This design comes from an exercise in tuning for small area on the open sky130 flow, not from production work. Only simulation tests tie the RTL to the original design; equivalence was not proved. Power figures rest on the tool's default switching activity, not on a simulated workload.

==> design.v <==
module MIPS(
    clk,
    rst_n,
    in_valid,
    instruction,
    output_reg,
    out_valid,
    out_1,
    out_2,
    out_3,
    out_4,
    instruction_fail
);
input clk;
input rst_n;
input in_valid;
input [31:0] instruction;
input [19:0] output_reg;
output logic out_valid, instruction_fail;
output logic [31:0] out_1, out_2, out_3, out_4;
function automatic [5:0] dec(input [2:0] c);
    dec[0] = ~c[2] & ~c[1] & ~c[0];
    dec[1] = ~c[2] & ~c[1] &  c[0];
    dec[2] = ~c[2] &  c[1] & ~c[0];
    dec[3] = ~c[2] &  c[1] &  c[0];
    dec[4] =  c[2] & ~c[0];
    dec[5] =  c[2] &  c[0];
endfunction
function automatic legal_reg(input [4:0] r);
    legal_reg = (r == 5'd8) || (r == 5'd16) || (r == 5'd17) ||
                (r == 5'd18) || (r == 5'd23) || (r == 5'd31);
endfunction
logic is_r, is_i, funct_ok, legal_r, legal_i;
logic [1:0] st0;
always_comb begin
    is_r = instruction[31:26] == 6'b000000;
    is_i = instruction[31:26] == 6'b001000;
    case (instruction[5:0])
        6'b100000, 6'b100100, 6'b100101, 6'b100111, 6'b000000, 6'b000010: funct_ok = 1'b1;
        default: funct_ok = 1'b0;
    endcase
    legal_i = is_i & legal_reg(instruction[25:21]) & legal_reg(instruction[20:16]);
    legal_r = is_r & legal_reg(instruction[25:21]) & legal_reg(instruction[20:16]) &
              legal_reg(instruction[15:11]) & funct_ok;
    st0[1] = in_valid & (legal_r | legal_i);
    st0[0] = in_valid & ~legal_r;
end
logic [1:0] st1, st2, st3, st4;
logic [2:0] rs1, rs2, rs3, rt1, rt2, rt3;
logic [15:0] imm1, imm2, imm3;
logic [11:0] or1, or2, or3, or4;
always_ff @(posedge clk or negedge rst_n) begin
    if (!rst_n) begin
        st1 <= 2'b00;
        st2 <= 2'b00;
        st3 <= 2'b00;
        st4 <= 2'b00;
    end else begin
        st1 <= st0;
        st2 <= st1;
        st3 <= st2;
        st4 <= st3;
    end
end
always_ff @(posedge clk) begin
    rs1  <= {instruction[24], instruction[22], instruction[21]};
    rt1  <= {instruction[19], instruction[17], instruction[16]};
    imm1 <= instruction[15:0];
    or1  <= {output_reg[18], output_reg[16], output_reg[15],
             output_reg[13], output_reg[11], output_reg[10],
             output_reg[8],  output_reg[6],  output_reg[5],
             output_reg[3],  output_reg[1],  output_reg[0]};
    rs2 <= rs1;  rt2 <= rt1;  imm2 <= imm1;  or2 <= or1;
    rs3 <= rs2;  rt3 <= rt2;  imm3 <= imm2;  or3 <= or2;
    or4 <= or3;
end
logic [31:0] rf [0:5];
logic [5:0] wr;    
logic is_addi3, we3;
logic [5:0] rs_sel, rt_sel, wsel;
logic [31:0] a, b, rtv, sum, lg, shx, shy, wdata;
logic [4:0] shamt;
logic [31:0] g, p, gg, pp;
logic [2:0] dst;
always_comb begin
    is_addi3 = st3[1] & st3[0];
    we3 = st3[1];
    rs_sel = dec(rs3) & wr;
    rt_sel = dec(rt3) & wr & {6{~st3[0]}};
    a = 32'd0;
    rtv = 32'd0;
    for (int i = 0; i < 6; i++) begin
        a   = a   | (rf[i] & {32{rs_sel[i]}});
        rtv = rtv | (rf[i] & {32{rt_sel[i]}});
    end
    b = rtv | {16'd0, imm3 & {16{st3[0]}}};
    g = a & b;
    p = a ^ b;
    gg = g; pp = p;
    for (int l = 0; l < 5; l++)
        for (int i = 0; i < 32; i++)
            if ((i >> l) % 2 == 1) begin
                gg[i] = gg[i] | (pp[i] & gg[((i >> l) << l) - 1]);
                pp[i] = pp[i] & pp[((i >> l) << l) - 1];
            end
    sum[0] = p[0];
    for (int i = 1; i < 32; i++)
        sum[i] = p[i] ^ gg[i - 1];
    if (imm3[1])
        lg = ~(a | rtv);
    else if (imm3[0])
        lg = a | rtv;
    else
        lg = a & rtv;
    shamt = imm3[10:6];
    for (int i = 0; i < 32; i++)
        shx[i] = imm3[1] ? rtv[i] : rtv[31 - i];
    shy = shx >> shamt;
    if (st3[0] | (imm3[5] & ~imm3[2]))
        wdata = sum;
    else if (imm3[5])
        wdata = lg;
    else
        for (int i = 0; i < 32; i++)
            wdata[i] = imm3[1] ? shy[i] : shy[31 - i];
    dst = st3[0] ? rt3 : {imm3[14], imm3[12], imm3[11]};
    wsel = dec(dst) & {6{we3}};
end
always_ff @(posedge clk or negedge rst_n) begin
    if (!rst_n)
        wr <= 6'd0;
    else
        wr <= wr | wsel;
end
always_ff @(posedge clk) begin
    for (int i = 0; i < 6; i++)
        if (wsel[i])
            rf[i] <= wdata;
end
logic [5:0] s1, s2, s3, s4;
logic oe;
always_comb begin
    oe = st4[1];
    s1 = dec(or4[2:0])  & wr & {6{oe}};
    s2 = dec(or4[5:3])  & wr & {6{oe}};
    s3 = dec(or4[8:6])  & wr & {6{oe}};
    s4 = dec(or4[11:9]) & wr & {6{oe}};
    out_1 = 32'd0;
    out_2 = 32'd0;
    out_3 = 32'd0;
    out_4 = 32'd0;
    for (int i = 0; i < 6; i++) begin
        out_1 = out_1 | (rf[i] & {32{s1[i]}});
        out_2 = out_2 | (rf[i] & {32{s2[i]}});
        out_3 = out_3 | (rf[i] & {32{s3[i]}});
        out_4 = out_4 | (rf[i] & {32{s4[i]}});
    end
    out_valid = st4[1] | st4[0];
    instruction_fail = ~st4[1] & st4[0];
end
endmodule
==> flow/run.sh <==
#!/bin/bash
# The standard layout (standard.sh), with these changes:
#  - synthesis is the standard synthesis (synth_recipe.tcl) except that
#    ABC runs flow/abc_area.script: ORFS's abc_speed.script with its &nf
#    mapping steps allowed a 30% delay relaxation (&nf -R 30) to recover area.
#    Registers are mapped before ABC, so they are the standard synthesis's.
#  - ports are buffered with the smallest buffer (buf_1) instead of the default;
#  - CTS uses clkbuf_4 with sink clusters of up to 10 and inserts no dummy loads.
set -euo pipefail
rm -rf scripts_abc
cp -r "$FLOW_HOME/scripts" scripts_abc
cp flow/abc_area.script scripts_abc/abc_area.script
export BUFFER_PORTS_ARGS="-buffer_cell sky130_fd_sc_hd__buf_1"
export CTS_ARGS="-sink_clustering_enable -repair_clock_nets -dont_use_dummy_load -buf_list {sky130_fd_sc_hd__clkbuf_4} -sink_clustering_size 10 -sink_clustering_max_diameter 50"
SCRIPTS_DIR="$PWD/scripts_abc" ABC_AREA=1 bash standard.sh synth > synth.log 2>&1
bash standard.sh > standard.log 2>&1
==> flow/abc_area.script <==
&get -n
&st
&dch
&nf -R 30
&st
&syn2
&if -g -K 6
&synch2
&nf -R 30
&st
&syn2
&if -g -K 6
&synch2
&nf -R 30
&st
&syn2
&if -g -K 6
&synch2
&nf -R 30
&st
&syn2
&if -g -K 6
&synch2
&nf -R 30
&st
&syn2
&if -g -K 6
&synch2
&nf -R 30
&put
buffer -c
topo
stime -c
upsize -c
dnsize -c
==> standard.sh <==
#!/bin/bash
# synth_recipe.tcl (not shown) runs the flow's synth.tcl, then flattens the netlist and writes it again
# the make line also repeats each setting of config.mk as NAME=value (left out here)
make -C /OpenROAD-flow-scripts/flow DESIGN_CONFIG=/design/flow/config.mk WORK_HOME=/design/flow/orfs CLKGATE_MAP_FILE= SYNTH_SCRIPT=/design/flow/synth_recipe.tcl "${@:-finish}"
==> config.mk <==
export PLATFORM = sky130hd
export DESIGN_NAME = MIPS
export DESIGN_NICKNAME = MIPS
export VERILOG_FILES = /design/flow/design.v
export SDC_FILE = /design/flow/constraint.sdc
export NUM_CORES = 4
export LEC_CHECK = 0
export CAP_MARGIN = 10
export CELL_PAD_IN_SITES_DETAIL_PLACEMENT = 1
export CELL_PAD_IN_SITES_GLOBAL_PLACEMENT = 1
export CORE_MARGIN = 2
export CORE_UTILIZATION = 40
export PLACE_DENSITY = 0.45
export SLEW_MARGIN = 10
==> constraint.sdc <==
create_clock -name core_clock -period 6.5 [get_ports {clk}]
set_input_delay 1.3000 -clock core_clock [delete_from_list [all_inputs] [get_ports {clk}]]
set_output_delay 1.3000 -clock core_clock [all_outputs]
set_load 0.01 [all_outputs]
==> results.ini, run 1 <==
[global_routing]
grt_pass1_vias=19400
grt_max_degree=61
grt_overflow_total=0
grt_usage_pct=37.6
grt_pass1_wl_um=137000
met3_usage_pct=8.96
antenna_found_initial=2
grtUsageMet1_pct=53.2
grtUsageMet2_pct=54.6
top_usage_layer=met2

[cells_and_area]
most-common-layout-cells=308 x a222oi_1, 202 x nand2_1, 192 x edfxtp_1, 176 x buf_1, 134 x a22oi_1
final_cell_count_no_fill=2639
final_common_cell=a222oi_1
drive_above_1_share_pct=9.84
synthToLayoutAreaGrowth_pct=8.87
fin_nets=2131
fin_util_pct=44.0

[floorplanning]
chipHeight_um=223
core_area_mm2=0.0475
initial_core_util_pct=40.4
die_area_mm2=0.0498
die_w_um=223
pin_count=185
rows=80

[sta]
fmax_mhz=176
setup_viol=0
setup_ws_ns=0.823
slew_viol_final=0
grt_setup_unrepaired=false
relSlewSlack_pct=22.3
finalSetupTns_ns=0
finalHoldViolations=0
finalCritPeriodShare_pct=87.3
skew_ns=0.129
finalCriticalPeriod_ns=5.68
worst_pin_slew_ns=1.17

[worst_setup_path]
worst_path_max_delay_cell=and3_1
timing.rr.start=st3[0]
critical_path.max_stage_delay_ns=0.94
cp_max_fo=14
endpoint_kind=flop
crit_required_ns=6.93
critPathLaunchType=flop
crit_path_start=st3[0]
arrival_ns=6.11
path_class=flop to flop
crit_chain=nor2b_1 -> and3_1 -> buf_4 -> a222oi_1 -> nand2_1 -> a21o_1 -> ha_1 -> a21oi_1 -> a31oi_1 -> o211ai_1 -> a21oi_1 -> a221oi_1 -> nor2b_1 -> nand3_1 -> o21ai_0 -> xor2_1 -> a222oi_1 -> o21ai_0

[clock_tree]
cts_hold_buffers=0
htree_levels=2
clock_path_buffers=3
numCtsBuffers=43
clk_latency_ns=0.85
cts_tree=done
clkSlewWorstSetupHoldPaths_ns=0.10
clkSinkCount=320
post_cts_buffers=0
cts_resized=0
cts-root-buf=clkbuf_4

[yosys]
synth_top_area_share_pct=30.0
ys_seq_elements=320
syn_avg_cell_area_um2=10.0
syn_inst=1919
ys_seq_area_share_pct=43.7
synth_edf_count=192
synth_top_cells_by_area=edfxtp_1 30%, a222oi_1 16%, dfxtp_1 12%
async_flop_share_pct=4.38
synth_top_area_cell=edfxtp_1
yosysUniqueCellTypes=75
synthFlopType=edfxtp_1
synthesis.nets=2026
synth_area_mm2=0.0192
yosys_warnings=2

[drt]
drt-initial-drc-count=4704
wire_per_inst_um=36.5
drtAntennaViolNets=0
drt_wl_total_um=96300
viasPerCell=7.62
drc=0
first_pass_iters=15
via_count=20100

[pwr]
clockPowerShare_pct=27.2
intPower_uw=2610
vdd_drop_max_mv=0.155
power.leakage_uw=0.00795
finalPower_uw=3570
combPwrFrac_pct=10.3
switching_share_pct=26.8
seq_power_share_pct=62.4
switchingPower_uw=955
p_per_area_mw_per_mm2=171

[placed_design]
numPortBuffers=176
place_hpwl_um=64500
finalWeightedCongestion=0.986
place_ws_ns=0.836
dp_cells=2594

[worst_hold_path]
hp-start=imm2[15]
worst_hold_path_type=flop to flop

[status]
run_status=no timing/DRC/antenna violations

[flow_run]
maxCapViolations=0

registers in the layout (all words and copies together), names as in the netlist, 3 cells and up:
register,flops
rs1,3
or1,12
or3,12
rs2,3
or4,12
imm3,16
rt1,3
imm1,16
rt2,3
rs3,3
rt3,3
wr,6
rf,192
imm2,16
or2,12
worst max-delay path: cells and delay by family (launching register included):
kind	cells	cell delay, ns
compound gates	10	2.48
xor+xnor	1	0.18
fa+ha+maj	1	0.27
buf+inv	1	0.26
flops	1	0.47
simple gates	5	1.68
layer usage:
layer / part of all wire, % / wire [um]
met1: 41 / 39700
met5: 0 / 0
met4: 4.0 / 3890
met2: 42 / 40300
met3: 13 / 12400
area by class of cell:
type	count	area, um^2
inverters	52	195
flip-flops and latches	320	8400
fillers	5363	26600
clock buffers	43	323
repair buffers	253	1250
well taps	615	769
diodes	2	5.00
multi-input cells	1354	9950
per-stage QoR:
| stage | hold slack, ns | cell area, um^2 |
|---|---|---|
| 2_1_floorplan | 0.310 | 19200 |
| 3_3_place_gp | 0.310 | 20600 |
| 3_5_place_dp | 0.313 | 20600 |
| 4_1_cts | 0.325 | 20900 |
| 5_1_grt | 0.325 | 20900 |
| 6_report | 0.301 | 20900 |
logic make-up after synthesis:
logic type | synth area share [%]
xor+xnor | 1.14
flops | 43.7
fa+ha+maj | 4.42
buf+inv | 5.29
simple gates | 11.2
compound gates | 33.2
mux | 0.958
path summary, 6_finish.rpt:
kind	to	slack, ns	cells after the start
hold / removal	imm3[15]	0.30	0
setup / recovery	rf[2][29]	0.82	18
min in group asynchronous	st1[1]	0.57	1
setup reg to reg	rf[2][29]	0.82	18
hold reg to reg	imm3[15]	0.30	0
max in group asynchronous	wr[3]	5.44	1
power by group through the flow:
stage,clock [uW],combinational (uW),sequential [uW]
after floorplan,0,224,2260
after global placement,0,353,2270
after detailed placement,0,356,2270
after CTS,998,358,2230
after global routing,1060,391,2230
final,972,368,2230
synthesized netlist by cell type, drive strengths merged, types with 8 or more instances:
cell type  count
buf           38
o221ai        23
o22ai         52
clkbuf       155
a222oi       308
mux2i         15
nor3          10
and2          18
a21o          29
edfxtp       192
nor4           8
or2           10
o21ai         84
inv           51
dfxtp        114
xor2          14
nand3         50
a221o         10
xnor2         11
a22oi        135
nor2b          9
a21oi         79
and3          15
nand2        202
dfrtp         14
ha            47
nor2          94
a211oi        25
nor4b          9
maj3          16
nand2b        10
==> inputs of run 2 (changes only) <==
--- a/config.mk
+++ b/config.mk
@@ -9,6 +9,6 @@
 export CELL_PAD_IN_SITES_DETAIL_PLACEMENT = 1
 export CELL_PAD_IN_SITES_GLOBAL_PLACEMENT = 1
 export CORE_MARGIN = 2
-export CORE_UTILIZATION = 40
-export PLACE_DENSITY = 0.45
+export CORE_UTILIZATION = 50
+export PLACE_DENSITY = 0.55
 export SLEW_MARGIN = 10
==> run 2 against run 1 <==
Design area decreased by 0.30%. Wire length shrank 4.0%. Sequential share of layout area is 0.11 points higher. Critical path depth increased by 1. Via count rose by 4.0%. Critical endpoint is now rf[4][31]. Largest cell class unchanged. Highest routed layer is now met5.
==> results.ini, run 2 <==
[clock_tree]
clkSinkCount=320  ; unchanged
cts_hold_buffers=0  ; unchanged
cts-root-buf=clkbuf_4
clock_path_buffers=3  ; unchanged
clk_latency_ns=0.84  ; about the same
numCtsBuffers=43  ; unchanged
post_cts_buffers=0  ; unchanged
cts_resized=0  ; unchanged
htree_levels=2  ; unchanged
cts_tree=done
clkSlewWorstSetupHoldPaths_ns=0.09  ; about the same

[yosys]
synth_top_area_share_pct=30.0  ; unchanged
synth_edf_count=192  ; unchanged
synth_compound_area_share_pct=33.2  ; unchanged
synth_top_area_cell=edfxtp_1
yosysMostFrequentCell=a222oi_1
netlist_top_cells_count=308 x a222oi_1, 202 x nand2_1, 192 x edfxtp_1
synth_fa_ha_area_share_pct=4.42  ; unchanged
synth_top_family_by_area=compound AO/OA/AOI/OAI gates
yosys.area_share.simple_pct=11.2  ; unchanged
synth_top_cells_by_area=edfxtp_1 30%, a222oi_1 16%, dfxtp_1 12%
syn_inst=1919  ; unchanged
syn_avg_cell_area_um2=10.0  ; unchanged
ys_seq_area_share_pct=43.7  ; unchanged
ys_seq_elements=320  ; unchanged
synth_xor_xnor_area_share_pct=1.14  ; unchanged
synthFlopType=edfxtp_1
synth_area_mm2=0.0192  ; unchanged
synthMuxAreaShare_pct=0.958  ; unchanged
yosys_warnings=2  ; unchanged
synthesis.nets=2026  ; unchanged
async_flop_share_pct=4.38  ; unchanged
yosysUniqueCellTypes=75  ; unchanged

[drt]
met2_length_um=37800  ; -6.2%
drt_wl_total_um=92400  ; -4.0%
met3_length_um=14800  ; +19%
wire_per_inst_um=36.3  ; -0.54%
drt-initial-drc-count=5784  ; +23%
viasPerCell=8.21  ; +7.8%
drtAntennaViolNets=0  ; unchanged
top_layer=met5
drc=0  ; unchanged
first_pass_iters=17  ; +2
via_count=20900  ; +4.0%
wl_met1_um=33100  ; -17%

[worst_setup_path]
critical_path.max_stage_delay_ns=0.66  ; -0.28 ns
crit_required_ns=7.01  ; +0.08 ns
worst_path_max_delay_cell=o21ai_0
crit_chain=nor2b_1 -> and3_1 -> a222oi_1 -> nand2_1 -> a21o_1 -> ha_1 -> fa_1 -> nand3_1 -> a31oi_1 -> o211ai_1 -> a21oi_1 -> a221oi_1 -> nor2b_1 -> nand3_1 -> o21ai_0 -> a21o_1 -> a21oi_1 -> xor2_1 -> o21ai_0
arrival_ns=6.64  ; +0.53 ns
path_depth=19  ; +1
crit_family=compound AO/OA/AOI/OAI gates
critPathLaunchType=flop
path_buf_inv=0  ; -1
cp_max_fo=12  ; -2
endpoint_kind=flop
path_class=flop to flop
r2r.worst_path.cells=19  ; +1

[cells_and_area]
top_register=rf
synthToLayoutAreaGrowth_pct=8.54
final_common_cell=a222oi_1
n_fill_cell=4215  ; -21%
drive_above_1_share_pct=10.1  ; +0.22 points
fin_nets=2137  ; +0.28%
fin_util_pct=55.2  ; +11 points
most-common-layout-cells=308 x a222oi_1, 202 x nand2_1, 192 x edfxtp_1, 176 x buf_1, 134 x a22oi_1
stdcell_area_mm2=0.0208  ; -0.30%
largest_reg_flops=192  ; unchanged

[global_routing]
grt_pass1_wl_um=133000  ; -3.2%
grt_max_degree=68  ; +11%
grt_pass1_vias=20300  ; +4.6%
grt_usage_pct=45.4  ; +7.9 points
grt_overflow_total=0  ; unchanged
antenna_found_initial=5  ; +3

[floorplanning]
die_area_mm2=0.0400  ; -20%
pin_count=185  ; unchanged
initial_core_util_pct=50.8  ; +10 points
rows=71  ; -11%
core_area_mm2=0.0378  ; -21%
chipHeight_um=200  ; -10%
die_w_um=200  ; -10%

[status]
run_status=no timing/DRC/antenna violations

[pwr]
switchingPower_uw=940  ; -1.6%
power.leakage_uw=0.00799  ; +0.48%
combPwrFrac_pct=10.2  ; about the same
p_per_area_mw_per_mm2=170  ; -0.19%
switching_share_pct=26.5  ; -0.30 points
vdd_drop_max_mv=0.178  ; +15%
intPower_uw=2610  ; about the same
seq_power_share_pct=62.8  ; +0.4 points
clockPowerShare_pct=27.0  ; -0.2 points

[sta]
fmax_mhz=163  ; -7.4%
holdWs_ns=0.321  ; +0.0194 ns
finalSetupTns_ns=0  ; unchanged
finalHoldViolations=0  ; unchanged
skew_ns=0.127  ; -0.00193 ns
finalCritPeriodShare_pct=94.3  ; +7.0 points
relSlewSlack_pct=16.2  ; -6.1 points
setup_viol=0  ; unchanged
worst_pin_slew_ns=1.25  ; +0.0859 ns
grt_setup_unrepaired=false
finalCriticalPeriod_ns=6.13  ; +0.455 ns
slew_viol_final=0  ; unchanged

[placed_design]
placed_area_mm2=0.0205  ; -0.37%
finalWeightedCongestion=1.08  ; +9.5%
place_hpwl_um=62800  ; -2.6%
numPortBuffers=176  ; unchanged

[worst_hold_path]
worst_hold_path_type=flop to flop
min_path_cells=0  ; unchanged

[flow_run]
maxCapViolations=0  ; unchanged

==> run 2: cell counts after synthesis <==
No cell type changed its count.
==> run 2: cells by family (layout without fill, tap and decap cells) <==
logic type,count (synthesis),count (layout)
buffers and inverters,245,354
and+or+nand+nor,459,459
muxes,18,18
xor gates and xnor gates,25,25
other,0,7
AOI/OAI and AO/OA,784,784
DFF,320,320
adders and majority gates,68,68
==> run 2: cell type report <==
class	instances	area [um^2]	area share [%]
antenna	7	17.5	0.0841
clock buffer	43	323	1.55
inverter	52	195	0.937
multi-input combinational	1354	9950	47.8
sequential	320	8400	40.3
tap	511	639	3.07
timing repair buffer	259	1310	6.28
==> run 2: per-layer routing <==
layer  track usage [%]  vias up
met5                 0        -
met4              28.1        2
met3              16.7      505
met2              64.4     2072
met1              58.8    10100
li1                  -     8242
==> run 2: final timing paths <==
kind,slack (ns),endpoint,from
max,0.37,rf[4][31],rt3[1]
min,0.32,imm2[13],imm1[13]
max reg2reg,0.37,rf[4][31],rt3[1]
min reg2reg,0.32,imm2[13],imm1[13]
max in group asynchronous,5.47,st2[1],rst_n
min in group asynchronous,0.55,st4[0],rst_n
==> run 2: metrics by stage <==
step / std cells / setup slack (ns) / power, uW
CTS: 2539 / 0.628 / 3540
floorplan: 1919 / 1.96 / 2480
global route: 2545 / 0.171 / 3660
detailed placement: 2496 / 0.656 / 2620
finish: 2546 / 0.368 / 3550
global placement: 2496 / 0.783 / 2610
==> run 2: power by group through the flow <==
stage | logic (uW) | registers [uW] | clock network, uW
2_1_floorplan | 224 | 2260 | 0
3_5_place_dp | 345 | 2270 | 0
3_3_place_gp | 338 | 2270 | 0
5_1_grt | 381 | 2230 | 1050
6_report | 362 | 2230 | 960
4_1_cts | 346 | 2230 | 970
==> inputs of run 3 (changes only) <==
--- a/flow/run.sh
+++ b/flow/run.sh
@@ -2,7 +2,8 @@
 # The standard layout (standard.sh), with these changes:
 #  - synthesis is the standard synthesis (synth_recipe.tcl) except that
 #    ABC runs flow/abc_area.script: ORFS's abc_speed.script with its &nf
-#    mapping steps allowed a 30% delay relaxation (&nf -R 30) to recover area.
+#    mapping steps allowed a 30% delay relaxation (&nf -R 30) to recover area
+#    and without its final upsize step.
 #    Registers are mapped before ABC, so they are the standard synthesis's.
 #  - ports are buffered with the smallest buffer (buf_1) instead of the default;
 #  - CTS uses clkbuf_4 with sink clusters of up to 10 and inserts no dummy loads.
--- a/flow/abc_area.script
+++ b/flow/abc_area.script
@@ -31,5 +31,4 @@
 buffer -c
 topo
 stime -c
-upsize -c
 dnsize -c
--- a/config.mk
+++ b/config.mk
@@ -9,6 +9,6 @@
 export CELL_PAD_IN_SITES_DETAIL_PLACEMENT = 1
 export CELL_PAD_IN_SITES_GLOBAL_PLACEMENT = 1
 export CORE_MARGIN = 2
-export CORE_UTILIZATION = 50
-export PLACE_DENSITY = 0.55
+export CORE_UTILIZATION = 40
+export PLACE_DENSITY = 0.45
 export SLEW_MARGIN = 10
==> run 3 against run 2 <==
Via count decreased by 3.3%. Fmax grew 4.3%. First-iteration DRC count is 3.7% lower. Count of clock-buffer cells in the layout stayed put. Sequential power about the same. Largest cell class unchanged. Worst hold slack better by 0.0016 ns. Cell count grew 3.9%. Highest routed layer unchanged.
==> results.ini, run 3 <==
[status]
run_status=no timing/DRC/antenna violations

[yosys]
synthFlopType=edfxtp_1
synthesis.nets=2026  ; unchanged
ys_seq_area_share_pct=44.3  ; +0.56 points
yosysUniqueCellTypes=60  ; -20%
synth_top_cells_by_area=edfxtp_1 30%, a222oi_1 16%, dfxtp_1 12%
synth_top_area_cell=edfxtp_1
async_flop_share_pct=4.38  ; unchanged
netlist_top_cells_count=308 x a222oi_1, 202 x nand2_1, 192 x edfxtp_1
ys_seq_elements=320  ; unchanged
synth_area_mm2=0.0190  ; -1.3%
syn_avg_cell_area_um2=9.88  ; -1.3%
synth_edf_count=192  ; unchanged
yosysMostFrequentCell=a222oi_1
syn_inst=1919  ; unchanged
synth_top_area_share_pct=30.4  ; +0.39 points
yosys_warnings=2  ; unchanged

[floorplanning]
die_area_mm2=0.0491  ; +23%
rows=79  ; +11%
pin_count=185  ; unchanged
initial_core_util_pct=40.6  ; -10 points
chipHeight_um=222  ; +11%
core_area_mm2=0.0467  ; +24%
die_w_um=222  ; +11%

[drt]
drc=0  ; unchanged
viasPerCell=7.65  ; -6.9%
drt_wl_total_um=93900  ; +1.6%
via_count=20200  ; -3.3%
first_pass_iters=22  ; +5
wire_per_inst_um=35.5  ; -2.2%
drt-initial-drc-count=5568  ; -3.7%
drtAntennaViolNets=0  ; unchanged

[worst_setup_path]
critPathLaunchType=flop
worst_path_max_delay_cell=and3_1
arrival_ns=6.21  ; -0.43 ns
crit_chain=nor2b_1 -> and3_1 -> buf_4 -> a222oi_1 -> nand2_1 -> a21o_1 -> ha_1 -> o2111ai_1 -> a31oi_1 -> o21ai_0 -> a21oi_1 -> a221oi_1 -> buf_4 -> nor2b_1 -> nand3_1 -> o21ai_0 -> xor2_1 -> a222oi_1 -> o21ai_0
timing.rr.end=rf[4][29]
cpMostUsedCell=o21ai_0
r2r.worst_path.cells=19  ; unchanged
timing.rr.start=rt3[0]
path_buf_inv=2  ; +2
endpoint_kind=flop
critical_path.max_stage_delay_ns=0.99  ; +0.33 ns
crit_required_ns=6.83  ; -0.18 ns
crit_family=compound AO/OA/AOI/OAI gates
cp_max_fo=20  ; +8
ff2ff_setup_slack_ns=0.62  ; +0.25 ns
path_class=flop to flop
path_depth=19  ; unchanged

[clock_tree]
post_cts_buffers=0  ; unchanged
cts_tree=done
clk_latency_ns=0.81  ; -0.03 ns
htree_levels=2  ; unchanged
cts_hold_buffers=0  ; unchanged
clkSlewWorstSetupHoldPaths_ns=0.10  ; about the same
numCtsBuffers=43  ; unchanged
clkSinkCount=320  ; unchanged
clock_path_buffers=3  ; unchanged
cts_resized=0  ; unchanged
cts-root-buf=clkbuf_4

[sta]
skew_ns=0.0903  ; -0.0369 ns
slew_viol_final=0  ; unchanged
setup_viol=0  ; unchanged
finalHoldViolations=0  ; unchanged
grt_setup_unrepaired=false
finalCritPeriodShare_pct=90.5  ; -3.9 points
fmax_mhz=170  ; +4.3%
finalCriticalPeriod_ns=5.88  ; -0.251 ns
worst_pin_slew_ns=1.36  ; +0.112 ns
relSlewSlack_pct=8.68  ; -7.5 points
finalSetupTns_ns=0  ; unchanged

[cells_and_area]
synthToLayoutAreaGrowth_pct=10.1
top_register=rf
largest_reg_flops=192  ; unchanged
n_fill_cell=5282  ; +25%
most-common-layout-cells=308 x a222oi_1, 202 x nand2_1, 192 x edfxtp_1, 176 x buf_1, 135 x a22oi_1
multi_input_area_mm2=0.00982  ; -1.4%
drive_above_1_share_pct=9.14  ; -0.92 points
fin_util_pct=44.7  ; -10 points
final_common_cell=a222oi_1
fin_nets=2145  ; +0.37%
seqCellArea_mm2=0.00840  ; about the same

[global_routing]
grt_pass1_vias=19800  ; -2.4%
grt_overflow_total=0  ; unchanged
antenna_found_initial=4  ; -1
grt_max_degree=75  ; +10%
grt_usage_pct=36.8  ; -8.6 points
grt_pass1_wl_um=135000  ; +2.0%

[placed_design]
numPortBuffers=176  ; unchanged
place_hpwl_um=62000  ; -1.3%
finalWeightedCongestion=0.968  ; -10%

[worst_hold_path]
hold_end=or3[8]
worst_hold_path_type=flop to flop
min_path_cells=0  ; unchanged
hp-start=or2[8]

[pwr]
p_per_area_mw_per_mm2=170  ; -0.21%
power.leakage_uw=0.00798  ; about the same
vdd_drop_max_mv=0.141  ; -21%

[flow_run]
maxCapViolations=0  ; unchanged

==> run 3: logic make-up after synthesis <==
family	Yosys count	share of synthesized area [%]
AO/OA/AOI/OAI	784	33.0
AND/OR/NAND/NOR	459	11.2
flip-flops	320	44.3
buffers and inverters	245	4.87
adder cells (fa/ha/maj)	68	4.48
XOR/XNOR	25	1.16
multiplexers	18	0.970
==> run 3: how the worst max path moves through the flow <==
| stage | slack (ns) | end | start |
|---|---|---|---|
| final | 0.62 | rf[4][29] | rt3[0] |
| after detailed placement | 0.81 | rf[0][29] | rt3[0] |
| after global placement | 0.88 | rf[4][29] | rt3[0] |
| after floorplan | 1.79 | rf[0][21] | st3[0] |
| after CTS | 0.79 | rf[4][29] | rt3[0] |
| after global routing | 0.33 | rf[4][29] | rt3[2] |
==> run 3: per-stage QoR <==
stage / power, uW / instances / setup slack (ns) / hold slack (ns) / cell area, um^2
final: 3550 / 2645 / 0.619 / 0.322 / 20900
after global routing: 3670 / 2645 / 0.334 / 0.332 / 20900
after CTS: 3560 / 2642 / 0.794 / 0.324 / 20900
after detailed placement: 2620 / 2599 / 0.810 / 0.313 / 20500
after global placement: 2610 / 2599 / 0.877 / 0.310 / 20500
after floorplan: 2470 / 1919 / 1.79 / 0.310 / 19000
==> run 3: routing by layer <==
| metal | vias to the layer above | global-route usage (%) | routed length (um) |
|---|---|---|---|
| met1 | 9979 | 50.3 | 36500 |
| met3 | 322 | 9.45 | 12900 |
| met2 | 1670 | 55.9 | 40600 |
| met5 | - | 0 | 105 |
| li1 | 8245 | - | - |
| met4 | 6 | 14.2 | 3680 |
==> run 3: area by class of cell <==
cell class                 instances  share of cell area, %
sequential                       320                   40.3
clock buffer                      43                   1.55
multi-input combinational       1354                   47.0
tap                              607                   3.64
inverter                          52                  0.935
timing repair buffer             267                   6.56
antenna                            2                 0.0240
==> run 3: where the power goes <==
| part | switching, uW | internal [uW] |
|---|---|---|
| logic | 246 | 110 |
| registers | 29.6 | 2200 |
| clock network | 659 | 302 |
==> inputs of run 4 (changes only) <==
==> flow/run.sh (replaced) <==
#!/bin/bash
# The standard layout (standard.sh), with these changes:
#  - synthesis is the standard synthesis (synth_recipe.tcl) except that
#    ABC runs flow/abc_area.script: ORFS's abc_speed.script with its &nf
#    mapping steps allowed a 30% delay relaxation (&nf -R 30) to recover area
#    and without its final upsize step.
#    Registers are mapped before ABC, so they are the standard synthesis's.
#  - ports are buffered with the smallest buffer (buf_1) instead of the default;
#  - CTS uses clkbuf_4 with sink clusters of up to 8 and inserts no dummy loads.
set -euo pipefail
rm -rf scripts_abc
cp -r "$FLOW_HOME/scripts" scripts_abc
cp flow/abc_area.script scripts_abc/abc_area.script
export BUFFER_PORTS_ARGS="-buffer_cell sky130_fd_sc_hd__buf_1"
export CTS_ARGS="-sink_clustering_enable -repair_clock_nets -dont_use_dummy_load -buf_list {sky130_fd_sc_hd__clkbuf_4} -sink_clustering_size 8 -sink_clustering_max_diameter 40"
SCRIPTS_DIR="$PWD/scripts_abc" ABC_AREA=1 bash standard.sh synth > synth.log 2>&1
bash standard.sh > standard.log 2>&1
==> run 4 against run 3 <==
Sequential share of layout area decreased by 0.19 points. Cell count increased by 0.49%. Synthesized cell count unchanged. Sequential cell count unchanged. Clock skew increased by 0.020 ns. Via count increased by 0.48%. First-iteration DRC count increased by 1.3%. Clock power increased by 11%. Fmax increased by 0.26%. Highest routed layer unchanged.
==> results.ini, run 4 <==
[pwr]
intPower_uw=2700  ; +3.3%
vdd_drop_max_mv=0.136  ; -3.6%
switching_share_pct=26.1  ; -0.24 points
power.leakage_uw=0.00804  ; +0.75%
seq_power_share_pct=61.0  ; -1.8 points
finalPower_uw=3650  ; +3.0%
combPwrFrac_pct=9.8  ; -0.3 points
clockPowerShare_pct=29.2  ; +2.1 points
switchingPower_uw=955  ; +2.1%
p_per_area_mw_per_mm2=174  ; +2.5%

[sta]
fmax_mhz=170  ; +0.26%
relSlewSlack_pct=6.38  ; -2.3 points
finalHoldViolations=0  ; unchanged
slew_viol_final=0  ; unchanged
finalCritPeriodShare_pct=90.2  ; -0.24 points
skew_ns=0.110  ; +0.0195 ns
setup_viol=0  ; unchanged
finalSetupTns_ns=0  ; unchanged
grt_setup_unrepaired=false
worst_pin_slew_ns=1.40  ; +0.0344 ns
finalCriticalPeriod_ns=5.87  ; -0.0155 ns

[cells_and_area]
largest_reg_flops=192  ; unchanged
fin_nets=2158  ; +0.61%
synthToLayoutAreaGrowth_pct=10.6
final_common_cell=a222oi_1
n_fill_cell=5276  ; -0.11%
final_cell_count_no_fill=2658  ; +0.49%
multi_input_area_mm2=0.00982  ; unchanged
most-common-layout-cells=308 x a222oi_1, 202 x nand2_1, 192 x edfxtp_1, 176 x buf_1, 135 x a22oi_1
drive_above_1_share_pct=9.71  ; +0.58 points
seqCellArea_mm2=0.00840  ; unchanged
top_register=rf

[clock_tree]
htree_levels=2  ; unchanged
post_cts_buffers=0  ; unchanged
clk_latency_ns=0.87  ; +0.06 ns
numCtsBuffers=56  ; +30%
cts_hold_buffers=0  ; unchanged
clkSlewWorstSetupHoldPaths_ns=0.09  ; about the same
cts_tree=done
cts-root-buf=clkbuf_4
cts_resized=0  ; unchanged
clock_path_buffers=3  ; unchanged
clkSinkCount=320  ; unchanged

[placed_design]
numPortBuffers=176  ; unchanged
dp_cells=2599  ; unchanged
finalWeightedCongestion=0.968  ; unchanged
place_hpwl_um=62000  ; unchanged

[worst_hold_path]
worst_hold_path_type=flop to flop

[drt]
drt_wl_total_um=94000  ; +0.18%
via_count=20300  ; +0.48%
first_pass_iters=22  ; unchanged
drt-initial-drc-count=5640  ; +1.3%
drtAntennaViolNets=0  ; unchanged
wire_per_inst_um=35.4  ; -0.31%
viasPerCell=7.64  ; about the same
drc=0  ; unchanged

[worst_setup_path]
cpMostUsedCell=o21ai_0
path_buf_inv=2  ; unchanged
crit_family=compound AO/OA/AOI/OAI gates
endpoint_kind=flop
critical_path.max_stage_delay_ns=1.02  ; +0.03 ns
crit_chain=nor2b_1 -> and3_1 -> buf_4 -> a222oi_1 -> nand2_1 -> a21o_1 -> ha_1 -> o2111ai_1 -> a31oi_1 -> o21ai_0 -> a21oi_1 -> a221oi_1 -> buf_4 -> nor2b_1 -> nand3_1 -> o21ai_0 -> xor2_1 -> a222oi_1 -> o21ai_0
arrival_ns=6.27  ; +0.06 ns
cp_max_fo=20  ; unchanged
worst_path_max_delay_cell=and3_1
path_class=flop to flop
crit_required_ns=6.90  ; +0.07 ns
critPathLaunchType=flop

[yosys]
synth_top_area_share_pct=30.4  ; unchanged
synth_area_mm2=0.0190  ; unchanged
ys_seq_area_share_pct=44.3  ; unchanged
synthesis.nets=2026  ; unchanged
synth_compound_area_share_pct=33.0  ; unchanged
ys_seq_elements=320  ; unchanged
yosys_warnings=2  ; unchanged
netlist_top_cells_count=308 x a222oi_1, 202 x nand2_1, 192 x edfxtp_1
synth_top_area_cell=edfxtp_1
yosys.area_share.simple_pct=11.2  ; unchanged
synth_fa_ha_area_share_pct=4.48  ; unchanged
synthMuxAreaShare_pct=0.970  ; unchanged
synth_edf_count=192  ; unchanged
yosysMostFrequentCell=a222oi_1
yosysUniqueCellTypes=60  ; unchanged
syn_avg_cell_area_um2=9.88  ; unchanged
synth_xor_xnor_area_share_pct=1.16  ; unchanged
synth_top_cells_by_area=edfxtp_1 30%, a222oi_1 16%, dfxtp_1 12%
synthFlopType=edfxtp_1
syn_inst=1919  ; unchanged
async_flop_share_pct=4.38  ; unchanged
synth_top_family_by_area=compound AO/OA/AOI/OAI gates

[floorplanning]
initial_core_util_pct=40.6  ; unchanged
pin_count=185  ; unchanged
die_w_um=222  ; unchanged
die_area_mm2=0.0491  ; unchanged
rows=79  ; unchanged
core_area_mm2=0.0467  ; unchanged
chipHeight_um=222  ; unchanged

[flow_run]
maxCapViolations=0  ; unchanged

[global_routing]
grt_usage_pct=36.8  ; +0.055 points
grt_pass1_vias=19800  ; +0.025%
grt_pass1_wl_um=135000  ; about the same
grt_overflow_total=0  ; unchanged
antenna_found_initial=3  ; -1
grt_max_degree=75  ; unchanged

[status]
run_status=no timing/DRC/antenna violations

run 4: cell families (layout without fill, tap and decap cells):
logic type	after synthesis	in the layout
AO/OA/AOI/OAI	784	784
XOR/XNOR	25	25
adder cells (fa/ha/maj)	68	68
buffers and inverters	245	375
flip-flops	320	320
multiplexers	18	18
other	0	2
AND/OR/NAND/NOR	459	459
run 4: cell type report:
cell class / count / share of cell area (%)
Sequential cell: 320 / 40.1
Clock buffer: 56 / 2.01
Antenna cell: 2 / 0.0239
Tap cell: 607 / 3.62
Multi-Input combinational cell: 1354 / 46.8
Inverter: 52 / 0.931
Timing Repair Buffer: 267 / 6.53
run 4: stage by stage:
step | worst slack, ns | hold slack (ns) | cell area [um^2] | utilization, %
2_1_floorplan | 1.79 | 0.310 | 19000 | -
3_3_place_gp | 0.877 | 0.310 | 20500 | 44.0
3_5_place_dp | 0.810 | 0.313 | 20500 | 44.0
4_1_cts | 0.780 | 0.280 | 21000 | 44.9
5_1_grt | 0.303 | 0.285 | 21000 | 44.9
6_report | 0.634 | 0.278 | 21000 | 44.9
run 4: power groups by stage:
stage | logic, uW | registers (uW) | clock network [uW]
floorplan | 213 | 2260 | 0
finish | 356 | 2230 | 1070
detailed placement | 345 | 2280 | 0
global route | 381 | 2230 | 1170
CTS | 347 | 2230 | 1100
global placement | 341 | 2270 | 0
run 4: path summary, 6_finish.rpt:
path	startpoint	depth (start not counted)	to	slack, ns
max reg2reg	rt3[0]	19	rf[4][29]	0.63
min reg2reg	imm2[6]	0	imm3[6]	0.28
min	imm2[6]	0	imm3[6]	0.28
max	rt3[0]	19	rf[4][29]	0.63
min in group asynchronous	rst_n	1	wr[1]	0.55
max in group asynchronous	rst_n	1	st3[0]	5.32
run 4: worst register-to-register path: stages (launching register included):
cell	delay [ns]
dfxtp_1	0.45
nor2b_1	0.20
and3_1	1.02
buf_4	0.46
a222oi_1	0.12
nand2_1	0.33
a21o_1	0.14
ha_1	0.20
o2111ai_1	0.12
a31oi_1	0.17
o21ai_0	0.09
a21oi_1	0.26
a221oi_1	0.14
buf_4	0.17
nor2b_1	0.17
nand3_1	0.12
o21ai_0	0.40
xor2_1	0.12
a222oi_1	0.33
o21ai_0	0.45
run 4: layer usage:
layer  share of wire, %  vias up  wire (um)  global-route usage [%]
met5              0.039        -         37                       0
li1                   -     8261          -                       -
met1                 39    10000      36700                    50.1
met4                4.0        6       3750                    14.3
met2                 43     1715      40700                    55.8
met3                 14      329      12900                    9.94
==> inputs of run 5 (changes only) <==
--- a/flow/run.sh
+++ b/flow/run.sh
@@ -2,8 +2,7 @@
 # The standard layout (standard.sh), with these changes:
 #  - synthesis is the standard synthesis (synth_recipe.tcl) except that
 #    ABC runs flow/abc_area.script: ORFS's abc_speed.script with its &nf
-#    mapping steps allowed a 30% delay relaxation (&nf -R 30) to recover area
-#    and without its final upsize step.
+#    mapping steps allowed a 30% delay relaxation (&nf -R 30) to recover area.
 #    Registers are mapped before ABC, so they are the standard synthesis's.
 #  - ports are buffered with the smallest buffer (buf_1) instead of the default;
 #  - CTS uses clkbuf_4 with sink clusters of up to 8 and inserts no dummy loads.
--- a/flow/abc_area.script
+++ b/flow/abc_area.script
@@ -31,4 +31,5 @@
 buffer -c
 topo
 stime -c
+upsize -c
 dnsize -c
==> run 5 against run 4 <==
Total power increased by 0.71%. Non-clock buffer count is 14 lower. Die area grew 1.3%. Critical path type unchanged. Wire length is 2.5% higher. Sequential power hardly changed. Worst setup slack improved by 0.13 ns. Combinational power grew 3%. Design area grew 0.22%. Sequential cell count is the same. Critical path depth down 1.
==> results.ini, run 5 <==
[floorplanning]
initial_core_util_pct=40.4  ; -0.25 points
core_area_mm2=0.0475  ; +1.9%
die_w_um=223  ; +0.63%
chipHeight_um=223  ; +0.63%
die_area_mm2=0.0498  ; +1.3%
pin_count=185  ; unchanged
rows=80  ; +1.3%

[worst_setup_path]
crit_required_ns=6.93  ; +0.03 ns
endpoint_kind=flop
arrival_ns=6.16  ; -0.11 ns
critPathLaunchType=flop
path_class=flop to flop
cp_max_fo=14  ; -30%

[cells_and_area]
final_common_cell=a222oi_1
top_register=rf
fin_nets=2146  ; -0.56%
n_fill_cell=5373  ; +1.8%
synthToLayoutAreaGrowth_pct=9.46
largest_reg_flops=192  ; unchanged
drive_above_1_share_pct=10.5  ; +0.79 points
stdcell_area_mm2=0.0210  ; +0.22%
most-common-layout-cells=308 x a222oi_1, 202 x nand2_1, 192 x edfxtp_1, 176 x buf_1, 134 x a22oi_1

[pwr]
vdd_drop_max_mv=0.167  ; +23%
power.leakage_uw=0.00802  ; -0.31%
p_per_area_mw_per_mm2=175  ; +0.49%

[flow_run]
maxCapViolations=0  ; unchanged

[yosys]
synth_top_cells_by_area=edfxtp_1 30%, a222oi_1 16%, dfxtp_1 12%
synth_top_area_share_pct=30.0  ; -0.39 points
ys_seq_elements=320  ; unchanged
yosysUniqueCellTypes=75  ; +25%
yosysMostFrequentCell=a222oi_1
syn_inst=1919  ; unchanged
ys_seq_area_share_pct=43.7  ; -0.56 points
synth_area_mm2=0.0192  ; +1.3%
synthFlopType=edfxtp_1
netlist_top_cells_count=308 x a222oi_1, 202 x nand2_1, 192 x edfxtp_1
synth_top_area_cell=edfxtp_1
yosys_warnings=2  ; unchanged
synth_edf_count=192  ; unchanged
synthesis.nets=2026  ; unchanged
syn_avg_cell_area_um2=10.0  ; +1.3%
async_flop_share_pct=4.38  ; unchanged

[placed_design]
place_ws_ns=0.836  ; +0.0266 ns
finalWeightedCongestion=0.986  ; +2.0%
placed_area_mm2=0.0206  ; +0.19%
numPortBuffers=176  ; unchanged
place_hpwl_um=64500  ; +4.1%

[clock_tree]
post_cts_buffers=0  ; unchanged
numCtsBuffers=58  ; +3.6%
cts_hold_buffers=0  ; unchanged
htree_levels=2  ; unchanged
clkSlewWorstSetupHoldPaths_ns=0.08  ; about the same
cts-root-buf=clkbuf_4
cts_resized=0  ; unchanged
clock_path_buffers=3  ; unchanged
clk_latency_ns=0.86  ; about the same
cts_tree=done
clkSinkCount=320  ; unchanged

[sta]
holdWs_ns=0.323  ; +0.0455 ns
relSlewSlack_pct=21.3  ; +15 points
skew_ns=0.137  ; +0.0269 ns
worst_pin_slew_ns=1.18  ; -0.217 ns
grt_setup_unrepaired=false
fmax_mhz=174  ; +2.3%
finalCriticalPeriod_ns=5.73  ; -0.134 ns
finalHoldViolations=0  ; unchanged
setup_viol=0  ; unchanged
slew_viol_final=0  ; unchanged
finalSetupTns_ns=0  ; unchanged
finalCritPeriodShare_pct=88.2  ; -2.1 points
setup_ws_ns=0.769  ; +0.134 ns

[drt]
drt-initial-drc-count=4678  ; -17%
drt_wl_total_um=96400  ; +2.5%
drtAntennaViolNets=0  ; unchanged
via_count=20000  ; -1.4%
wire_per_inst_um=36.3  ; +2.7%
viasPerCell=7.55  ; -1.2%
first_pass_iters=13  ; -41%
drc=0  ; unchanged

[global_routing]
antenna_found_initial=2  ; -1
grt_usage_pct=37.6  ; +0.71 points
grt_max_degree=61  ; -19%
grt_pass1_wl_um=137000  ; +1.4%
grt_overflow_total=0  ; unchanged
grt_pass1_vias=19500  ; -1.7%

[worst_hold_path]
worst_hold_path_type=flop to flop

[status]
run_status=no timing/DRC/antenna violations

[run 5: area by class of cell]
class,count,area [um^2],area share [%]
multi-input cells,1354,9950,47.4
flip-flops and latches,320,8400,40.0
repair buffers,253,1250,5.95
well taps,615,769,3.66
clock buffers,58,435,2.07
inverters,52,195,0.929
diodes,2,5.00,0.0238
[run 5: through the flow]
step | utilization (%) | power, uW | cells
after global routing | 44.2 | 3800 | 2653
final | 44.2 | 3680 | 2654
after detailed placement | 43.3 | 2630 | 2594
after global placement | 43.3 | 2630 | 2594
after floorplan | - | 2480 | 1919
after CTS | 44.2 | 3700 | 2652
[run 5: final timing paths]
check | to | cells after the start | from | slack (ns)
max in group asynchronous | wr[0] | 1 | rst_n | 5.45
worst min register to register | imm3[9] | 0 | imm2[9] | 0.32
min in group asynchronous | st3[1] | 1 | rst_n | 0.56
worst min-delay path | imm3[9] | 0 | imm2[9] | 0.32
worst max-delay path | rf[2][29] | 18 | st3[0] | 0.77
worst max register to register | rf[2][29] | 18 | st3[0] | 0.77
[run 5: cells by family (layout without fill, tap and decap cells)]
| logic type | count (synthesis) | count (layout) | synth area share, % |
|---|---|---|---|
| flip-flops | 320 | 320 | 43.7 |
| AO/OA/AOI/OAI | 784 | 784 | 33.2 |
| XOR/XNOR | 25 | 25 | 1.14 |
| other | 0 | 2 | 0 |
| buffers and inverters | 245 | 363 | 5.29 |
| multiplexers | 18 | 18 | 0.958 |
| AND/OR/NAND/NOR | 459 | 459 | 11.2 |
| adder cells (fa/ha/maj) | 68 | 68 | 4.42 |
[run 5: report_power, final]
group	switching, uW	total, uW	internal, uW
Sequential	27.9	2230	2200
Combinational	258	368	110
Clock	681	1080	402
Total	967	3680	2710
[run 5: per-layer routing]
layer  wire length [um]  global-route usage [%]  up-vias  share of wire (%)
li1                   -                       -     8245                  -
met1              39600                    53.0     9962                 41
met2              40400                    54.6     1592                 42
met3              12400                    9.07      237                 13
met4               3950                    16.3        0                4.1
met5                  0                       0        -                  0
[run 5: worst max-delay path, cell delays in order (launching register included)]
cell and delay, ns:
dfrtp_1 0.47, nor2b_1 0.16, and3_1 0.93, buf_4 0.26, a222oi_1 0.07, nand2_1 0.31
a21o_1 0.14, ha_1 0.27, a21oi_1 0.22, a31oi_1 0.19, o211ai_1 0.33, a21oi_1 0.17
a221oi_1 0.48, nor2b_1 0.14, nand3_1 0.13, o21ai_0 0.15, xor2_1 0.18, a222oi_1 0.34
o21ai_0 0.43
==> inputs of run 6 (changes only) <==
--- a/design.v
+++ b/design.v
@@ -99,9 +99,15 @@
     gg = g; pp = p;
     for (int l = 0; l < 5; l++)
         for (int i = 0; i < 32; i++)
-            if ((i >> l) % 2 == 1) begin
-                gg[i] = gg[i] | (pp[i] & gg[((i >> l) << l) - 1]);
-                pp[i] = pp[i] & pp[((i >> l) << l) - 1];
+            if ((i % (2 << l)) == (2 << l) - 1) begin
+                gg[i] = gg[i] | (pp[i] & gg[i - (1 << l)]);
+                pp[i] = pp[i] & pp[i - (1 << l)];
+            end
+    for (int l = 3; l >= 0; l--)
+        for (int i = 0; i < 32; i++)
+            if ((i % (2 << l)) == (1 << l) - 1 && i >= (2 << l)) begin
+                gg[i] = gg[i] | (pp[i] & gg[i - (1 << l)]);
+                pp[i] = pp[i] & pp[i - (1 << l)];
             end
     sum[0] = p[0];
     for (int i = 1; i < 32; i++)
==> flow/run.sh (replaced) <==
#!/bin/bash
# The standard layout (standard.sh), with these changes:
#  - ports are buffered with the smallest buffer (buf_1) instead of the default;
#  - CTS uses clkbuf_8 with sink clusters of up to 20 and inserts no dummy loads.
set -euo pipefail
export BUFFER_PORTS_ARGS="-buffer_cell sky130_fd_sc_hd__buf_1"
export CTS_ARGS="-sink_clustering_enable -repair_clock_nets -dont_use_dummy_load -buf_list {sky130_fd_sc_hd__clkbuf_8} -sink_clustering_size 20 -sink_clustering_max_diameter 60"
bash standard.sh > standard.log 2>&1
removed: flow/abc_area.script
==> run 6 against run 5 <==
Clock skew is 0.053 ns lower. Clock power up 6%. Largest cell class unchanged. Still clean on timing, DRC and antenna. Via count rose by 0.74%. Critical path depth is 3 higher. First-iteration DRC count is 4.1% lower. Wire length is 1.7% higher. Die area grew 3.6%. Global-route usage shrank 0.18 points.
==> results.ini, run 6 <==
[status]
run_status=no timing/DRC/antenna violations

[yosys]
syn_inst=1920  ; +0.052%
synthFlopType=edfxtp_1
netlist_top_cells_count=309 x a222oi_1, 223 x nand2_1, 192 x edfxtp_1
yosysMostFrequentCell=a222oi_1
yosys_warnings=2  ; unchanged
synth_edf_count=192  ; unchanged
synth_top_cells_by_area=edfxtp_1 29%, a222oi_1 16%, dfxtp_1 11%
yosysUniqueCellTypes=77  ; +2.7%
synth_top_area_cell=edfxtp_1
async_flop_share_pct=4.38  ; unchanged
syn_avg_cell_area_um2=10.4  ; +3.6%
ys_seq_elements=320  ; unchanged
synthesis.nets=2038  ; +0.59%
synth_top_area_share_pct=29.0  ; -1.1 points
synth_area_mm2=0.0199  ; +3.6%
ys_seq_area_share_pct=42.2  ; -1.5 points

[floorplanning]
initial_core_util_pct=40.6  ; +0.18 points
rows=81  ; +1.3%
core_area_mm2=0.0491  ; +3.2%
pin_count=185  ; unchanged
die_area_mm2=0.0515  ; +3.6%
chipHeight_um=227  ; +1.8%
die_w_um=227  ; +1.8%

[sta]
slew_viol_final=0  ; unchanged
finalSetupTns_ns=0  ; unchanged
finalHoldViolations=0  ; unchanged
grt_setup_unrepaired=false
finalCriticalPeriod_ns=6.22  ; +0.485 ns
worst_pin_slew_ns=1.23  ; +0.0520 ns
fmax_mhz=161  ; -7.8%
finalCritPeriodShare_pct=95.6  ; +7.5 points
skew_ns=0.0835  ; -0.0533 ns
setup_viol=0  ; unchanged
relSlewSlack_pct=17.8  ; -3.5 points

[clock_tree]
clkSinkCount=320  ; unchanged
post_cts_buffers=0  ; unchanged
clock_path_buffers=3  ; unchanged
cts_tree=done
cts_resized=0  ; unchanged
cts_hold_buffers=0  ; unchanged
cts-root-buf=clkbuf_8
clkSlewWorstSetupHoldPaths_ns=0.11  ; +0.03 ns
htree_levels=2  ; unchanged
numCtsBuffers=34  ; -41%
clk_latency_ns=0.63  ; -0.23 ns

[worst_setup_path]
cp_max_fo=6  ; -8
endpoint_kind=flop
crit_chain=and4bb_4 -> a22o_1 -> a221o_1 -> nor2_1 -> o21ai_0 -> ha_1 -> fa_1 -> a21o_1 -> a21oi_1 -> o21bai_1 -> o311a_1 -> a21o_1 -> and3_1 -> a21o_1 -> a31o_2 -> and2_1 -> a41oi_1 -> a21oi_1 -> fa_1 -> xor2_1 -> a221o_2
path_class=flop to flop
critPathLaunchType=flop
worst_path_max_delay_cell=fa_1
critical_path.max_stage_delay_ns=0.47  ; -0.46 ns
arrival_ns=6.56  ; +0.40 ns
crit_required_ns=6.85  ; -0.08 ns
cpMostUsedCell=a21o_1

[drt]
first_pass_iters=11  ; -2
drt_wl_total_um=98000  ; +1.7%
drtAntennaViolNets=0  ; unchanged
drt-initial-drc-count=4486  ; -4.1%
wire_per_inst_um=36.7  ; +1.2%
via_count=20200  ; +0.74%
drc=0  ; unchanged
viasPerCell=7.57  ; +0.25%

[placed_design]
placed_area_mm2=0.0213  ; +3.3%
numPortBuffers=176  ; unchanged
place_hpwl_um=63500  ; -1.6%
finalWeightedCongestion=0.958  ; -2.9%

[global_routing]
antenna_found_initial=2  ; unchanged
grt_pass1_vias=19900  ; +2.0%
grt_usage_pct=37.4  ; -0.18 points
grt_pass1_wl_um=139000  ; +1.4%
grt_overflow_total=0  ; unchanged
grt_max_degree=75  ; +23%

[cells_and_area]
drive_above_1_share_pct=10.4  ; -0.12 points
n_fill_cell=5509  ; +2.5%
most-common-layout-cells=309 x a222oi_1, 223 x nand2_1, 192 x edfxtp_1, 176 x buf_1, 115 x a22oi_1
final_common_cell=a222oi_1
largest_reg_flops=192  ; unchanged
fin_nets=2123  ; -1.1%
stdcell_area_mm2=0.0217  ; +3.5%
top_register=rf
antenna_cells=0  ; -2
synthToLayoutAreaGrowth_pct=9.28

[pwr]
power.leakage_uw=0.00827  ; +3.2%
p_per_area_mw_per_mm2=170  ; -3.1%
vdd_drop_max_mv=0.177  ; +6.2%

[flow_run]
maxCapViolations=0  ; unchanged

[worst_hold_path]
worst_hold_path_type=flop to flop

## run 6: worst paths after layout
kind                            cells past startpoint  slack (ns)  startpoint   endpoint
worst min register to register                      0        0.23     imm1[0]    imm2[0]
worst min-delay path                                0        0.23     imm1[0]    imm2[0]
worst max-delay path                               21        0.28      st3[0]  rf[4][31]
worst max register to register                     21        0.28      st3[0]  rf[4][31]
max in group asynchronous                           1        5.20       rst_n     st1[0]
min in group asynchronous                           1        0.73       rst_n     st4[0]
## run 6: metal layers
metal  share of wire (%)  wire length (um)  up-vias  GRT usage, %
li1                    -                 -     8142             -
met1                  39             38600    10100          50.8
met2                  43             42400     1654          55.4
met3                  13             12600      306          10.4
met4                 4.5              4420        0          16.9
met5                   0                 0        -             0
## run 6: critical path, delay by kind of cell (launching register included)
kind,cells,cell delay [ns]
xor gates and xnor gates,1,0.16
DFF,1,0.41
adders and majority gates,3,1.17
and+or+nand+nor,4,0.87
AOI/OAI and AO/OA,13,3.32
## run 6: stage by stage
step                      instances  util, %  power (uW)  hold WS (ns)  setup slack [ns]
after floorplan                1920        -        2460         0.310             0.640
after global placement         2633     43.3        2580         0.311             0.361
after detailed placement       2633     43.3        2590         0.313             0.299
after CTS                      2667     44.3        3710         0.219             0.198
after global routing           2667     44.3        3820         0.225            0.0144
final                          2667     44.3        3690         0.228             0.284
## run 6: cells by family (layout without fill, tap and decap cells)
kind of cell	after synthesis	count (layout)	share of synthesized area, %
XOR/XNOR	16	16	0.704
adder cells (fa/ha/maj)	76	76	5.22
multiplexers	93	93	6.77
AO/OA/AOI/OAI	695	695	28.9
buffers and inverters	260	343	5.34
AND/OR/NAND/NOR	460	460	10.8
flip-flops	320	320	42.2
## run 6: cell type report
type,instances,area (um^2),area share (%)
Multi-Input combinational cell,1340,10600,48.9
Clock buffer,34,468,2.15
Inverter,65,244,1.12
Timing Repair Buffer,244,1170,5.39
Tap cell,664,831,3.82
Sequential cell,320,8400,38.6
## run 6: power by group
part / switching (uW) / internal (uW)
Clock: 673 / 466
Combinational: 221 / 108
Sequential: 23.0 / 2200

-- what the ideal ports hide --
The results above use ideal ports. As a check the final layouts listed here were re-extracted and re-timed, cells and wires unchanged.
Step 1 assumes that a clkbuf_16 drives the clock port and a buf_2 every other input.
Step 2 moves the port delays by t, midway between the first and last clock arrival at a register: inputs arrive t later, outputs are due t later. That takes back most of the time a late clock gives input paths.
a / b / c = ideal / step 1 / step 2; a / b = the first two.
run	t (ns)	slack for setup (ns)	worst data-port slew with drivers (ns)
run 1	0.839	0.823 / 0.823 / 0.823	0.05
run 2	0.830	0.368 / 0.368 / 0.368	0.05
run 3	0.812	0.619 / 0.619 / 0.619	0.05
run 4	0.861	0.634 / 0.634 / 0.634	0.05
run 5	0.842	0.769 / 0.769 / 0.769	0.05
run 6	0.643	0.284 / 0.284 / 0.284	0.07
After both steps setup and hold are still met in every run listed.
